This is an optimization exercise on Yosys and OpenROAD, whose aim is small area, a short achievable clock period and few clock cycles per item, not a production implementation. At most, simulation tests tie the RTL to the original design; equivalence was not proved. Function not checked in runs 2 and 3: the RTL went through the layout flow alone. Power and IR drop assume default switching activity.

==> flow/design.v (outline; a module is shown in full before it is edited, if it fits) <==
// module ml_accel: 1045 lines
// module fa_cell: 4 lines
module ml_accel(
    input wire clk,
    input wire rst,
    input wire w_en,
    input wire r_en,
    input wire [5:0] addr,
    input wire [31:0] w_data,
    output reg [31:0] r_data,
    output reg done
    );
  // ...
==> flow/flow/run.sh <==
#!/bin/bash
# Standard layout, with the port buffers made from buf_2 cells instead of
# the default (a delay-buffer cell that repair cannot resize away).
set -euo pipefail
export BUFFER_PORTS_ARGS="-buffer_cell sky130_fd_sc_hd__buf_2"
bash standard.sh > standard.log 2>&1
==> flow/standard.sh <==
#!/bin/bash
# synth_recipe.tcl (not shown) runs the flow's synth.tcl, then flattens the netlist and writes it again
# the make line also repeats each setting of config.mk as NAME=value (left out here)
make -C /OpenROAD-flow-scripts/flow DESIGN_CONFIG=/design/flow/config.mk WORK_HOME=/design/flow/orfs CLKGATE_MAP_FILE= SYNTH_SCRIPT=/design/flow/synth_recipe.tcl "${@:-finish}"
==> flow/config.mk <==
export PLATFORM = sky130hd
export DESIGN_NAME = ml_accel
export DESIGN_NICKNAME = ml_accel
export VERILOG_FILES = /design/flow/design.v
export SDC_FILE = /design/flow/constraint.sdc
export NUM_CORES = 4
export LEC_CHECK = 0
export ABC_AREA = 1
export CAP_MARGIN = 20
export CORE_MARGIN = 2
export CORE_UTILIZATION = 40
export SETUP_SLACK_MARGIN = 4.5
export SLEW_MARGIN = 20
export SYNTH_HIERARCHICAL = 1
export SYNTH_MINIMUM_KEEP_SIZE = 0
==> flow/constraint.sdc <==
create_clock -name core_clock -period 10.0 [get_ports {clk}]
set_input_delay 2.0000 -clock core_clock [delete_from_list [all_inputs] [get_ports {clk}]]
set_output_delay 2.0000 -clock core_clock [all_outputs]
set_load 0.01 [all_outputs]
==> run summary, run 1 <==
Outcome
The flow ran to the end and the layout has no timing, DRC or antenna violations.

Clocking
CTS built an H-tree with a depth of 2. The post-cts gate resize count is 9. Clock tree synthesis selected as its root buffer the cell sky130_fd_sc_hd__clkbuf_16.

Setup path
The slowest stage of the critical path is the sky130_fd_sc_hd__buf_2 cell. The setup check on the worst reg-to-reg path leaves a slack of ~4.7 ns. The signal arrival time at the worst endpoint is around 3.4 ns. Walking the worst path, the cells encountered are buf_2 -> buf_16 -> clkinv_16 -> nand2_1 -> nor2_1 -> nand3_1 -> buf_8 -> a211oi_1 -> buf_2. The worst register-to-register path ends at acc_s[31]. The number of cells on the worst reg-to-reg path is 19.

Cells and area
In the final layout, the multi-input gates occupy 16600 sq um. The cell area after layout is 32800 sq um. Measured on the final layout, the clock distribution area share stands at roughly 4.7%. The final standard cell utilization of the core is ~45%. The flip-flop and latch count is 424. Across the whole layout, multi-input logic makes up 50.7% of the cell area.

Global routing
In the global route stage, met1 resource usage came out at 30.9%. The first global-routing pass estimated 133000 um of wire.

Drt
Detailed routing placed a total of between 40000 and 50000 um of wire on met2. The routed design uses 6230 um of met3 wire. The total number of vias is 22700.

Synthesis
The synthesized area per cell is 9.63 sq um. Of the total synthesized cell area, the portion taken by full adders, half adders and majority gates is 21.1%. In the synthesized netlist the async set-or-reset flop fraction comes to 24.5%. Summing the areas of all xor and xnor instances in the mapped netlist gives around 8.2% of the synthesized area.

Worst hold path
Counting instances, the worst hold path has a depth of 1.

STA
The clock period could shrink to around 5.4 ns. Setup violations remaining at the end of the flow were counted as 0. For this run, the top clock speed supported by timing is 0.184 GHz.

Floorplanning
Once the floorplan was initialized, standard cells occupied 40.5% of the core.

Pwr
The share of total power dissipated in the clock network is 21.3%.
Testbench counts, summed over its fixed seeds: cycles 30,962, items 4,000.
==> inputs of run 2 (changes only) <==
--- a/flow/design.v
+++ b/flow/design.v
@@ -10,23 +10,26 @@
     );
     reg [31:0] vec_a [0:3];
     reg [31:0] vec_b [0:3];
     reg [3:0] va, vb;           
     reg [31:0] diff;            
     reg [31:0] other;           
     reg [31:0] acc_s, acc_c;    
     reg [31:0] result;          
+    reg        res_ok;          
     wire [1:0] idx = addr[3:2];
     wire vec_wr = w_en && !addr[5] && addr[1:0] == 2'b00;
     wire start  = w_en && addr == 6'h20;
-    wire [31:0] a_sel = vec_a[idx] & {32{va[idx]}};
-    wire [31:0] b_sel = vec_b[idx] & {32{vb[idx]}};
-    wire [31:0] old_v = addr[4] ? b_sel : a_sel;
-    wire [31:0] oth_v = addr[4] ? a_sel : b_sel;
+    wire [1:0] s_idx = addr[3:2] & {2{~addr[5]}};
+    wire       s_b   = addr[4] & ~addr[5];
+    wire [31:0] a_sel = vec_a[s_idx] & {32{va[s_idx]}};
+    wire [31:0] b_sel = vec_b[s_idx] & {32{vb[s_idx]}};
+    wire [31:0] old_v = s_b ? b_sel : a_sel;
+    wire [31:0] oth_v = s_b ? a_sel : b_sel;
     wire [31:0] sum_s, sum_c;
     wire bo0 = other[0] ^ 1'b0;
     wire bt0 = (other[1] & ~other[0] & ~1'b0) | (~other[1] & other[0] & 1'b0);
     wire bn0 = other[1];
     wire pp0_0 = (bo0 & diff[0]) ^ bn0;
     wire pp0_1 = ((bo0 & diff[1]) | (bt0 & diff[0])) ^ bn0;
     wire pp0_2 = ((bo0 & diff[2]) | (bt0 & diff[1])) ^ bn0;
     wire pp0_3 = ((bo0 & diff[3]) | (bt0 & diff[2])) ^ bn0;
@@ -1018,31 +1021,34 @@
         other <= oth_v;
     end
     always @(posedge clk or posedge rst) begin
         if (rst) begin
             va <= 4'd0;
             vb <= 4'd0;
             acc_s <= 32'd0;
             acc_c <= 32'd0;
-            result <= 32'd0;
+            res_ok <= 1'b0;
             done <= 1'b0;
         end else begin
             if (vec_wr) begin
                 if (addr[4]) vb[idx] <= 1'b1;
                 else         va[idx] <= 1'b1;
             end
             acc_s <= sum_s;
             acc_c <= sum_c;
-            if (done) result <= acc_val;
+            if (done) res_ok <= 1'b1;
             done <= start;
         end
     end
+    always @(posedge clk) begin
+        if (done) result <= acc_val;
+    end
     always @(*) begin
-        if (r_en && addr == 6'h24)
+        if (r_en && addr == 6'h24 && (done || res_ok))
             r_data = done ? acc_val : result;
         else
             r_data = 32'd0;
     end
 endmodule
 module fa_cell(input wire a, input wire b, input wire c, output wire s, output wire co);
     assign s = a ^ b ^ c;
     assign co = (a & b) | (a & c) | (b & c);
==> run 2 against run 1 <==
Net effect: synthesized area down 0.45%; via count decreased by 1.7%; clock skew is 0.0079 ns higher; count of clock-buffer cells in the layout increased by 3; utilization increased by 0.18 points; register-to-register slack better by 0.05 ns; design area barely moved; global-route usage fell by 0.75 points; final cell count down 1.2%; critical path depth shrank 1; setup slack better by 0.14 ns; critical path type unchanged; highest routed layer is now met4.
==> run summary, run 2 <==
Global routing
The global router's overall resource usage came to 21.7% (was 22.4%). The first-pass GRT wire length is 130000 um (was 133000 um). The largest net degree at the start of global routing came to 92 (was 98). The initial antenna violation count is 1 (unchanged). The number of global-route vias before repair is 22200 (was 22100). The total congestion overflow after global routing is 0 (unchanged).

Synthesis
The post-synthesis cell type count came to 53 (was 48). The register area share after synthesis is 38.6% (was 38.9%). The area of the mapped netlist was 29600 sq um (was 29700 sq um). Ranking of synthesized cells by area: sky130_fd_sc_hd__edfxtp_1 26%, sky130_fd_sc_hd__fa_1 17%, sky130_fd_sc_hd__xor2_1 7.8% (was sky130_fd_sc_hd__edfxtp_1 26%, sky130_fd_sc_hd__fa_1 17%, sky130_fd_sc_hd__dfrtp_1 8.8%). The synthesized area per cell came to 9.76 sq um (was 9.63 sq um). The share of the synthesized area in the top cell type was 26.0% (was 25.9%). The flip-flop and latch count after synthesis is 425 (was 424). The dominant cell type by area after synthesis is sky130_fd_sc_hd__edfxtp_1 (unchanged). The leading cell type by number of instances after synthesis is sky130_fd_sc_hd__nand2_1 (unchanged). The number of standard cells after synthesis is 3031 (was 3086). The top flip-flop cell by instance count after synthesis is sky130_fd_sc_hd__edfxtp_1 (unchanged).

The count of flip-flops with a built-in enable after synthesis was 256 (unchanged). The synthesized netlist net count was 3421 (was 3476). The share of flip-flops with an asynchronous set or reset after synthesis is 17.2% (was 24.5%).

List of most frequent post-synthesis cells: 542 x sky130_fd_sc_hd__nand2_1, 265 x sky130_fd_sc_hd__xor2_1, 257 x sky130_fd_sc_hd__fa_1 (was 610 x sky130_fd_sc_hd__nand2_1, 268 x sky130_fd_sc_hd__xor2_1, 257 x sky130_fd_sc_hd__fa_1). The number of warnings reported in the yosys synthesis log came to 9 (unchanged).

Cells and area
The number of nets at the end of the flow was 3436 (was 3484). The most common cell after layout, fill and taps aside is sky130_fd_sc_hd__nand2_1 (unchanged). Leading registers by flop count: vec_a x128, vec_b x128 (unchanged). The ratio of cells with drive above 1 in the final layout is 9.32% (was 8.43%). The fill cell total of the finished layout is 6963 (was 7017). Most frequent cells in the layout: 534 x sky130_fd_sc_hd__nand2_1, 265 x sky130_fd_sc_hd__xor2_1, 257 x sky130_fd_sc_hd__fa_1, 256 x sky130_fd_sc_hd__edfxtp_1, 240 x sky130_fd_sc_hd__o22ai_1 (was 605 x sky130_fd_sc_hd__nand2_1, 268 x sky130_fd_sc_hd__xor2_1, 257 x sky130_fd_sc_hd__fa_1, 256 x sky130_fd_sc_hd__edfxtp_1, 241 x sky130_fd_sc_hd__o22ai_1). The antenna diode count is 0 (unchanged). The flip-flop and latch area was 11500 sq um (was 11600 sq um). The post-synthesis to final-layout area growth is 10.9% (was 10.4%). The area used by multi-input combinational logic is 16700 sq um (was 16600 sq um). The cell area after layout was 32800 sq um (about the same).

The final standard cell utilization of the core was 44.9% (was 44.7%).

Setup path
The critical path launch point type is a primary input (unchanged). The top cell family by delay on the critical path is buffers and inverters (unchanged). The number of buffers and inverters on the critical path is 4 (was 5). The highest-delay cell along the critical path is sky130_fd_sc_hd__buf_4 (was sky130_fd_sc_hd__buf_2).

The most frequent cell on the critical path is sky130_fd_sc_hd__buf_2 (unchanged). The largest stage delay on the critical path is 0.25 ns (was 0.21 ns). CP Cell Sequence: buf_2 -> inv_2 -> nand2_1 -> a21oi_1 -> nand4_1 -> buf_4 -> a211oi_1 -> buf_2 (was buf_2 -> buf_16 -> clkinv_16 -> nand2_1 -> nor2_1 -> nand3_1 -> buf_8 -> a211oi_1 -> buf_2). The logic depth of the worst path, buffers included is 8 (was 9). The required time of the worst setup path is 8.00 ns (about the same). The critical path capture point type is an output pin (unchanged).

The biggest fanout along the worst timing path is 32 (was 34). The number of cells on the worst reg-to-reg path was 25 (was 19). The signal arrival time at the worst endpoint is 3.30 ns (was 3.44 ns).

The critical setup path kind is in -> out (unchanged).

Floorplanning
The width of the chip is 276 um (was 277 um). The row count came to 99 (unchanged). The effective utilization at floorplan is 40.5% (about the same). The total die area was 76200 sq um (was 76500 sq um). The number of top-level pins is 75 (unchanged). The floorplan core area is 73100 sq um (was 73300 sq um). The height of the die is 276 um (was 277 um).

Clocking
The number of buffers created by CTS was 46 (unchanged). The number of H-tree levels is 2 (unchanged). The clock-pin transition on the worst setup and hold timing paths is 0.06 ns (about the same). The buffer depth of the longest clock path is 3 (unchanged).

The clock tree from TritonCTS is yes (unchanged). The total of hold buffers inserted after clock tree synthesis was 0 (unchanged). The later-pin clock latency in the skew report was 0.64 ns (was 0.63 ns). The clock sink count is 425 (was 424). The master cell of the clock root buffer is sky130_fd_sc_hd__clkbuf_16 (unchanged).

Drt
The remaining number of nets flagged by the antenna check after routing came to 0 (unchanged). The iteration-0 DRC count of the detailed router came to 2019 (was 2121). The detail-routed via count per cell came to 5.53 (was 5.56). The total number of vias is 22300 (was 22700). The number of optimization iterations in the first detailed-route pass is 6 (unchanged).

The detailed-route wire length was 84500 um (was 87400 um). The average detailed-routed wire length per instance is 20.9 um (was 21.4 um). The DRC violations left was 0 (unchanged).

Worst hold path
The worst hold path stage count was 2 (was 1). The class of the most critical hold timing path is reg -> reg (unchanged).

STA
The final period demand of the worst path is 5.30 ns (was 5.44 ns). The remaining max-slew budget at the tightest pin was 35.6% (was 21.2%). The number of max-slew violations in the final report is 0 (unchanged). The maximum clock rate is 0.189 GHz (was 0.184 GHz). Unrepaired setup endpoints after global routing: yes (was no). The setup TNS is 0 ns (unchanged). The transition time at the pin with the least slew margin came to 0.965 ns (was 1.18 ns). The least setup slack across all paths after layout is 4.70 ns (was 4.56 ns). The share of the clock period used by the worst path is 53.0% (was 54.4%).

The count of endpoints failing setup in the final report was 0 (unchanged). The worst setup skew after layout is 0.0456 ns (was 0.0377 ns). The count of endpoints failing hold in the final timing report was 0 (unchanged).

Place
The setup slack after placement came to 3.75 ns (was 3.15 ns). The HPWL reported at the end of detailed placement is 59800 um (was 60800 um). The post-placement cell area was 30900 sq um (was 31000 sq um).

The routability-driven placement congestion ratio came to 0.900 (was 0.922). The port buffer count is 74 (unchanged).

Pwr
The power density over the cells is 239 nW/um^2 (was 249 nW/um^2). The static leakage power is 14.4 nW (was 14.6 nW). The highest ir drop seen on vdd is 0.155 mV (was 0.146 mV).

Outcome
Status: timing/DRC/antenna clean (unchanged).

Job
The count of max-cap constraint violations was 0 (unchanged).
-- run 2: worst register-to-register path, stage by stage (launching register included) --
cell	delay, ns
sky130_fd_sc_hd__dfxtp_2	0.34
sky130_fd_sc_hd__buf_12	0.24
sky130_fd_sc_hd__inv_1	0.14
sky130_fd_sc_hd__nand2_1	0.21
sky130_fd_sc_hd__nand2_8	0.18
sky130_fd_sc_hd__o22ai_1	0.23
sky130_fd_sc_hd__xor2_1	0.21
sky130_fd_sc_hd__fa_1	0.48
sky130_fd_sc_hd__fa_1	0.55
sky130_fd_sc_hd__fa_1	0.52
sky130_fd_sc_hd__fa_1	0.51
sky130_fd_sc_hd__fa_1	0.47
sky130_fd_sc_hd__xnor2_1	0.21
sky130_fd_sc_hd__nand3_1	0.10
sky130_fd_sc_hd__nand2_1	0.09
sky130_fd_sc_hd__inv_1	0.04
sky130_fd_sc_hd__nand2_1	0.07
sky130_fd_sc_hd__nand2_1	0.06
sky130_fd_sc_hd__nand2_1	0.07
sky130_fd_sc_hd__nand2_1	0.05
sky130_fd_sc_hd__nand2_1	0.07
sky130_fd_sc_hd__nand2_1	0.05
sky130_fd_sc_hd__nand2_1	0.07
sky130_fd_sc_hd__nand3_1	0.07
sky130_fd_sc_hd__nand2_1	0.08
sky130_fd_sc_hd__inv_1	0.03
-- run 2: worst paths after layout --
kind / from / end / slack, ns
worst max register to register: other[3] / acc_s[31] / 4.76
worst min register to register: res_ok / res_ok / 0.45
max in group asynchronous: rst / acc_c[31] / 7.64
worst min-delay path: res_ok / res_ok / 0.45
min in group asynchronous: rst / vb[3] / 1.30
worst max-delay path: addr[3] / r_data[2] / 4.70
-- run 2: final cells by class --
| class | count | share of cell area, % |
|---|---|---|
| clock buffer | 57 | 3.76 |
| clock inverter | 26 | 0.739 |
| inverter | 256 | 3.02 |
| multi-input combinational | 2183 | 50.8 |
| sequential | 425 | 34.9 |
| tap | 959 | 3.66 |
| timing repair buffer | 131 | 3.13 |
| timing repair inverter | 3 | 0.0457 |
-- run 2: what timing repair did --
action,4_1_cts,5_1_grt
setup endpoints to repair,21,22
gates resized for setup,17,57
cloned,3,3
pin swaps,0,2
setup buffers,0,11
-- run 2: report_power, final --
part | leakage (nW) | internal (W) | switching [W]
combinational | 9.72 | 0.00161 | 0.00231
clock | 0.706 | 0.000915 | 0.000743
sequential | 4.01 | 0.00211 | 0.000162
-- run 2: routing by layer --
metal	track usage [%]	vias to the layer above	share of wire [%]
met4	7.48	0	3.7
met2	34.9	848	46
met1	30.0	10900	44
met3	3.03	169	6.3
li1	-	10400	-
met5	0	-	0
-- run 2: per-module statistics from Yosys, one instance, submodules excluded --
module	flip-flops and latches	times used	cells inside	cell area, sq um
fa_cell	0	255	1	20.0
ml_accel	425	1	2776	24500
-- run 2: metrics by stage --
stage / instances / power, W / hold WS, ns
final: 4040 / 0.00785 / 0.445
after global routing: 4040 / 0.00852 / 0.470
after CTS: 4022 / 0.00794 / 0.448
after detailed placement: 3936 / 0.00625 / 0.433
after global placement: 3936 / 0.00612 / 0.431
after floorplan: 3031 / 0.00514 / 0.415
-- run 2: logic make-up after synthesis --
family,share of synthesized area [%]
AOI/OAI and AO/OA,13.8
xor gates and xnor gates,8.35
adders and majority gates,21.2
buffers and inverters,5.59
DFF,38.6
muxes,0.0338
and+or+nand+nor,12.4
==> inputs of run 3 (changes only) <==
--- a/flow/config.mk
+++ b/flow/config.mk
@@ -11,2 +11,5 @@
 export CORE_UTILIZATION = 40
+export CTS_BUF_LIST = sky130_fd_sc_hd__clkbuf_8 sky130_fd_sc_hd__clkbuf_16
+export CTS_CLUSTER_DIAMETER = 80
+export CTS_CLUSTER_SIZE = 30
 export SETUP_SLACK_MARGIN = 4.5
==> run 3 against run 2 <==
Net effect: routed wire length is 0.28% lower; clock skew is 0.0023 ns lower; count of clock-buffer cells in the layout decreased by 31; still clean; critical endpoint unchanged; largest cell class unchanged; setup slack got worse by 0.0081 ns; critical path depth is the same; final cell count decreased by 0.92%; via count decreased by 0.62%; register-to-register slack worse by 0.05 ns; highest routed layer unchanged; design area shrank 1.6%.
==> run summary, run 3 <==
STA
The count of endpoints failing hold in the final timing report is 0 (unchanged). The number of max-slew violations in the final report is 0 (unchanged). Unrepaired setup endpoints after global routing: yes (unchanged). The count of endpoints failing setup in the final report came to 0 (unchanged). The remaining max-slew budget at the tightest pin came to 36.5% (was 35.6%). The transition time at the pin with the least slew margin is 0.952 ns (was 0.965 ns). The final period demand of the worst path was 5.30 ns (about the same). The share of the clock period used by the worst path came to 53.0% (about the same). The maximum clock rate was 0.189 GHz (about the same). The setup TNS is 0 ns (unchanged). The worst setup skew after layout is 0.0433 ns (was 0.0456 ns).

The least setup slack across all paths after layout was 4.70 ns (about the same).

Setup path
The critical path capture point type is an output pin (unchanged). The critical setup path kind is in -> out (unchanged). The required time of the worst setup path is 8.00 ns (about the same). The signal arrival time at the worst endpoint was 3.30 ns (about the same). The reg-to-reg setup timing slack is 4.71 ns (was 4.76 ns). The biggest fanout along the worst timing path came to 32 (unchanged). The critical path launch point type is a primary input (unchanged).

Cells and area
The final standard cell utilization of the core was 44.2% (was 44.9%). The final standard cell count with taps included and fillers excluded is 4003 (was 4040). Most frequent cells in the layout: 533 x sky130_fd_sc_hd__nand2_1, 265 x sky130_fd_sc_hd__xor2_1, 257 x sky130_fd_sc_hd__fa_1, 256 x sky130_fd_sc_hd__edfxtp_1, 241 x sky130_fd_sc_hd__o22ai_1 (was 534 x sky130_fd_sc_hd__nand2_1, 265 x sky130_fd_sc_hd__xor2_1, 257 x sky130_fd_sc_hd__fa_1, 256 x sky130_fd_sc_hd__edfxtp_1, 240 x sky130_fd_sc_hd__o22ai_1). The number of nets at the end of the flow is 3418 (was 3436). The ratio of cells with drive above 1 in the final layout is 8.74% (was 9.32%).

The flip-flop and latch area came to 11500 sq um (about the same). The fill cell total of the finished layout is 7010 (was 6963). The post-synthesis to final-layout area growth is 9.19% (was 10.9%). Leading registers by flop count: vec_a x128, vec_b x128 (unchanged). The most common cell after layout, fill and taps aside is sky130_fd_sc_hd__nand2_1 (unchanged). The antenna diode count was 0 (unchanged). The area used by multi-input combinational logic is 16700 sq um (about the same).

Synthesis
The synthesized netlist net count came to 3421 (unchanged). List of most frequent post-synthesis cells: 542 x sky130_fd_sc_hd__nand2_1, 265 x sky130_fd_sc_hd__xor2_1, 257 x sky130_fd_sc_hd__fa_1 (unchanged). The fraction of the mapped netlist area in simple logic gates is 12.4% (unchanged).

The share of flip-flops with an asynchronous set or reset after synthesis is 17.2% (unchanged). The dominant cell type by area after synthesis is sky130_fd_sc_hd__edfxtp_1 (unchanged). The combinational family with the most area after synthesis is adder cells (unchanged).

The complex-gate fraction of the synthesized area is 13.8% (unchanged). The number of warnings reported in the yosys synthesis log was 9 (unchanged). The share of the synthesized area in the top cell type is 26.0% (unchanged).

Ranking of synthesized cells by area: sky130_fd_sc_hd__edfxtp_1 26%, sky130_fd_sc_hd__fa_1 17%, sky130_fd_sc_hd__xor2_1 7.8% (unchanged). The synthesized area per cell is 9.76 sq um (unchanged). The number of standard cells after synthesis is 3031 (unchanged). The top flip-flop cell by instance count after synthesis was sky130_fd_sc_hd__edfxtp_1 (unchanged). The leading cell type by number of instances after synthesis is sky130_fd_sc_hd__nand2_1 (unchanged).

The count of flip-flops with a built-in enable after synthesis is 256 (unchanged). The flip-flop and latch count after synthesis was 425 (unchanged). The post-synthesis cell type count was 53 (unchanged). The area of the mapped netlist is 29600 sq um (unchanged).

The register area share after synthesis was 38.6% (unchanged). The adder and majority cell fraction of the synthesized area is 21.2% (unchanged). The mux contribution to synthesized area is 0.0338% (unchanged).

The post-synthesis share of cell area spent on xor and xnor gates is 8.35% (unchanged).

Clocking
The later-pin clock latency in the skew report is 0.64 ns (about the same). The master cell of the clock root buffer is sky130_fd_sc_hd__clkbuf_16 (unchanged). The number of buffers created by CTS is 26 (was 46).

The clock sink count is 425 (unchanged). The clock-pin transition on the worst setup and hold timing paths was 0.08 ns (was 0.06 ns). The number of H-tree levels is 1 (was 2). The buffer depth of the longest clock path is 3 (unchanged).

The clock tree from TritonCTS is yes (unchanged).

Pwr
The sequential cell fraction of total power is 30.5% (was 28.9%). The combinational power share is 52.6% (was 49.9%). The internal cell power was 0.00427 W (was 0.00463 W). The static leakage power was 14.2 nW (was 14.4 nW). The highest ir drop seen on vdd is 0.154 mV (was 0.155 mV). The switching component of the power was 0.00316 W (was 0.00321 W). The power density over the cells is 230 nW/um^2 (was 239 nW/um^2). The fraction of power consumed by the clock network was 16.8% (was 21.1%).

The proportion of total power due to net switching is 42.6% (was 40.9%).

Drt
The average detailed-routed wire length per instance is 21.1 um (was 20.9 um). The iteration-0 DRC count of the detailed router came to 2247 (was 2019). The detail-routed via count per cell is 5.55 (was 5.53). The total number of vias came to 22200 (was 22300).

The remaining number of nets flagged by the antenna check after routing is 0 (unchanged). The number of optimization iterations in the first detailed-route pass is 5 (was 6). The DRC violations left was 0 (unchanged). The detailed-route wire length is 84300 um (was 84500 um).

Place
The HPWL reported at the end of detailed placement was 59800 um (unchanged). The setup slack after placement is 3.75 ns (unchanged). The port buffer count came to 74 (unchanged). The placed instance count came to 3936 (unchanged). The routability-driven placement congestion ratio is 0.900 (unchanged).

Floorplanning
The total die area is 76200 sq um (unchanged). The height of the die is 276 um (unchanged). The number of top-level pins is 75 (unchanged).

The floorplan core area is 73100 sq um (unchanged). The row count is 99 (unchanged). The effective utilization at floorplan was 40.5% (unchanged).

The width of the chip came to 276 um (unchanged).

Global routing
The first-pass GRT wire length is 129000 um (was 130000 um). The initial antenna violation count is 1 (unchanged). The largest net degree at the start of global routing came to 92 (unchanged). The global router's overall resource usage is 21.5% (was 21.7%). The number of global-route vias before repair is 22000 (was 22200). The total congestion overflow after global routing is 0 (unchanged).

Worst hold path
The class of the most critical hold timing path is reg -> reg (unchanged).

Job
The count of max-cap constraint violations is 0 (unchanged).

Outcome
Status: timing/DRC/antenna clean (unchanged).
-- run 3: cell counts after synthesis --
Identical to the previous run, type by type.
-- run 3: cells by family after synthesis --
family | Yosys count
AOI/OAI and AO/OA | 672
DFF | 425
adders and majority gates | 348
xor gates and xnor gates | 282
and+or+nand+nor | 880
muxes | 1
buffers and inverters | 423
-- run 3: final cells by class --
type,instances,share of cell area [%]
multi-input cells,2183,51.5
flip-flops and latches,425,35.5
well taps,959,3.71
repair buffers,133,3.25
inverters,256,3.10
clock buffers,26,2.01
clock inverters,18,0.894
repair inverters,3,0.0465
-- run 3: final timing paths --
kind / from / endpoint / depth (start not counted)
setup / recovery: addr[3] / r_data[2] / 8
hold / removal: result[22] / result[22] / 2
setup reg to reg: other[15] / acc_s[31] / 24
hold reg to reg: result[22] / result[22] / 2
max in group asynchronous: rst / acc_c[27] / 3
min in group asynchronous: rst / done / 2
-- run 3: routing by layer --
metal,GRT usage [%],vias to the layer above,share of wire (%)
met3,2.63,149,6.1
met2,34.8,817,46
met5,0,-,0
met1,30.0,10900,44
met4,6.81,0,3.6
li1,-,10400,-
-- run 3: critical path, stage by stage --
cell and delay [ns]:
sky130_fd_sc_hd__buf_2 0.11, sky130_fd_sc_hd__inv_2 0.09, sky130_fd_sc_hd__nand2_1 0.20, sky130_fd_sc_hd__a21oi_1 0.18, sky130_fd_sc_hd__nand4_1 0.11, sky130_fd_sc_hd__buf_4 0.25, sky130_fd_sc_hd__a211oi_1 0.19, sky130_fd_sc_hd__buf_2 0.16
-- run 3: what timing repair did --
action / in CTS / in global routing
resized for setup: 21 / 53
hold buffers: 0 / 0
cloned: 3 / 5
pin swaps: 0 / 2
buffers inserted: 2 / 9
setup endpoints to repair: 21 / 19
-- run 3: power by group through the flow --
stage               logic [W]  registers (W)  clock network [W]
finish                0.00391        0.00227            0.00125
global placement      0.00381        0.00231                  0
detailed placement    0.00394        0.00231                  0
CTS                   0.00395        0.00227            0.00129
global route          0.00446        0.00229            0.00134
floorplan             0.00292        0.00223                  0
-- run 3: through the flow --
step / total power, W / instance area, sq um / hold slack [ns]
2_1_floorplan: 0.00514 / 29600 / 0.415
6_report: 0.00743 / 32300 / 0.456
3_5_place_dp: 0.00625 / 30900 / 0.433
3_3_place_gp: 0.00612 / 30900 / 0.431
5_1_grt: 0.00809 / 32300 / 0.483
4_1_cts: 0.00751 / 31900 / 0.460
-- run 3: per-module statistics from Yosys, one instance, submodules excluded --
module	copies in the design	cell area, sq um
ml_accel	1	24500
fa_cell	255	20.0

[re-timing with driven ports]
The results above use ideal ports. As a check the final layouts listed here were re-extracted and re-timed, cells and wires unchanged.
Step 1, drivers: a clkbuf_16 drives clk and a buf_2 each remaining input, both assumed.
Step 2 times the ports against the registers' clock, not the clock port: input delays grow and output delays shrink by t, the midpoint of the rising clock arrivals with the driver on.
Slacks: no drivers / after step 1 / after step 2; pairs: no drivers / after step 1.
| run | t (ns) | setup slack, ns | cell pins on the clock port's net |
|---|---|---|---|
| run 1 | 0.673 | 4.561 / 4.539 / 4.378 | 1 |
| run 2 | 0.675 | 4.705 / 4.685 / 4.210 | 1 |
| run 3 | 0.680 | 4.697 / 4.677 / 4.216 | 1 |
After both steps setup and hold are still met in every run listed. For run 2, which loses most, drivers alone change the setup slack by -0.020 ns; drivers and shift together by -0.495 ns.
